This is an optimization exercise on Yosys and OpenROAD, whose aim is small area and a short achievable clock period, not a production implementation. The RTL was checked by simulation tests, not by an equivalence proof against the original design.

// CPU
module CPU (
    input  wire clk,
    input  wire rst,
    output wire [15:0] total_instructions,
    output wire [15:0] total_loads,
    output wire [15:0] total_stores,
    output wire [15:0] total_alus,
    output wire [15:0] total_controls,
    output wire [15:0] total_cycles,
    output wire [15:0] total_stall_cycles,
    output reg  done,
    output wire [15:0] imem_addr,
    input  wire [15:0] imem_rdata,
    output wire [15:0] dmem_addr,
    output wire [15:0] dmem_wdata,
    output wire        dmem_we,
    input  wire [15:0] dmem_rdata
);
Settings: LEC_CHECK=0, ABC_AREA=1, CAP_MARGIN=20, CORE_MARGIN=2, CORE_UTILIZATION=40, CTS_BUF_LIST=sky130_fd_sc_hd__clkbuf_16, CTS_CLUSTER_DIAMETER=80, CTS_CLUSTER_SIZE=24, PLACE_DENSITY=0.6, SETUP_SLACK_MARGIN=4.7, SLEW_MARGIN=20; clock period 7.5 ns.
standard.sh (not shown) runs the stock make flow with config.mk's settings and CLKGATE_MAP_FILE= SYNTH_SCRIPT=/design/flow/synth_recipe.tcl, a recipe that flattens the netlist after the stock synthesis.
==> flow/flow/run.sh <==
#!/bin/bash
# The standard layout (standard synthesis, floorplan, placement, CTS,
# routing), with one change: every input and output port is buffered with
# sky130_fd_sc_hd__buf_2 instead of ORFS's default port buffer cell.
set -euo pipefail
export BUFFER_PORTS_ARGS="-buffer_cell sky130_fd_sc_hd__buf_2"
bash standard.sh > standard_flow.log 2>&1
==> next run, changes <==
--- a/flow/design.v
+++ b/flow/design.v
@@ -14,57 +14,30 @@
         for (k = 1; k < N; k = k * 2)
             for (i = N - 1; i >= k; i = i - 1) begin
                 g[i] = g[i] | (p[i] & g[i-k]);
                 p[i] = p[i] & p[i-k];
             end
     end
     wire [N-1:0] c = {g[N-2:0], cin};
     assign s = (a ^ c) ^ b;
 endmodule
-module BKAdd #(parameter N = 16) (
-    input  wire [N-1:0] a,
-    input  wire [N-1:0] b,
-    output wire [N-1:0] s
-);
-    reg [N-1:0] g, p;
-    integer i, k;
-    always @(*) begin
-        g = a & b;
-        p = a | b;
-        for (k = 1; k < N; k = k * 2)
-            for (i = 2*k - 1; i < N; i = i + 2*k) begin
-                g[i] = g[i] | (p[i] & g[i-k]);
-                p[i] = p[i] & p[i-k];
-            end
-        for (k = N / 4; k >= 1; k = k / 2)
-            for (i = 3*k - 1; i < N; i = i + 2*k) begin
-                g[i] = g[i] | (p[i] & g[i-k]);
-                p[i] = p[i] & p[i-k];
-            end
-    end
-    wire [N-1:0] c = {g[N-2:0], 1'b0};
-    assign s = (a ^ c) ^ b;
-endmodule
 module PrefixInc #(parameter N = 16) (
     input  wire [N-1:0] a,
     input  wire         cin,
     output wire [N-1:0] s
 );
     reg [N-1:0] p;
     integer i, k;
     always @(*) begin
         p = a;
         p[0] = a[0] & cin;
         for (k = 1; k < N; k = k * 2)
-            for (i = 2*k - 1; i < N; i = i + 2*k)
-                p[i] = p[i] & p[i-k];
-        for (k = N / 4; k >= 1; k = k / 2)
-            for (i = 3*k - 1; i < N; i = i + 2*k)
+            for (i = N - 1; i >= k; i = i - 1)
                 p[i] = p[i] & p[i-k];
     end
     assign s = a ^ {p[N-2:0], cin};
 endmodule
 `timescale 1ns/1ps
 module CPU (
     input  wire clk,
     input  wire rst,
     output wire [15:0] total_instructions,
@@ -302,19 +275,19 @@
     always @(posedge clk)
         for (i = 1; i < 8; i = i + 1)
             if (wb_we && wb_rd == i) rf[i] <= wb_wd;
     always @(posedge clk or posedge rst)
         if (rst) rv <= 7'b0;
         else for (i = 1; i < 8; i = i + 1)
             if (wb_we && wb_rd == i) rv[i] <= 1'b1;
     wire        hold = done | stall;
     PrefixInc #(16) u_pc1 (.a(pc), .cin(1'b1), .s(pc1));
-    BKAdd #(16) u_tgt (.a(ex_x), .b(imm), .s(tgt));
+    PrefixAdd #(16) u_tgt (.a(ex_x), .b(imm), .cin(1'b0), .s(tgt));
     wire [15:0] base = hold     ? pc
                      : ex_fortk ? ex_x
                      : ex_jmp   ? {ex_x[15:9], ex_alu[8:0]}
                      : ex_call  ? ex_alu
                      : ex_ret   ? rr
                      : pc1;
     wire [15:0] pc_nz = (~hold & ex_bne) ? tgt : base;
     wire [15:0] pc_z  = (~hold & ex_beq) ? tgt : base;
     always @(posedge clk or posedge rst)
Synthesized area grows by 2.5%.
Wire length shrinks by 0.70%.
Non-clock buffer count shrinks by 13.
Sequential share of layout area shrinks by 0.76 points.
Clock skew barely changes.
Final area grows by 1.9%.
Worst hold slack improves by 11 ps.
Count of clock-buffer cells in the layout grows by 3.
Setup slack improves by 27 ps.

-- static timing again, ports no longer ideal --
Ports are ideal in the flow. The routed layouts listed here were re-timed in OpenROAD. Step 1, drivers: a clkbuf_16 drives clk and a buf_2 each remaining input, both assumed. Step 2, shift: input delay + t, output delay - t, t = (earliest + latest rising clock arrival at the registers) / 2. This alone moves slack from input paths to output paths. Slacks: ideal ports / drivers / drivers and shift; pairs: ideal ports / drivers.
run	t (ns)	slack for setup (ns)	worst hold slack (ns)	worst setup path at the end	latest minus earliest clock arrival (ns)
the first run	0.680	4.656 / 4.612 / 4.611	0.319 / 0.319 / 0.319	input, reset recovery	0.041 / 0.041
the second run	0.679	4.683 / 4.613 / 4.452	0.330 / 0.330 / 0.330	input, reset recovery	0.041 / 0.040
After both steps setup and hold are still met in every run listed. The setup slack of the second run, which loses most, moves by -0.070 ns with the drivers and by -0.231 ns with both steps. Setup slack includes reset recovery checks.
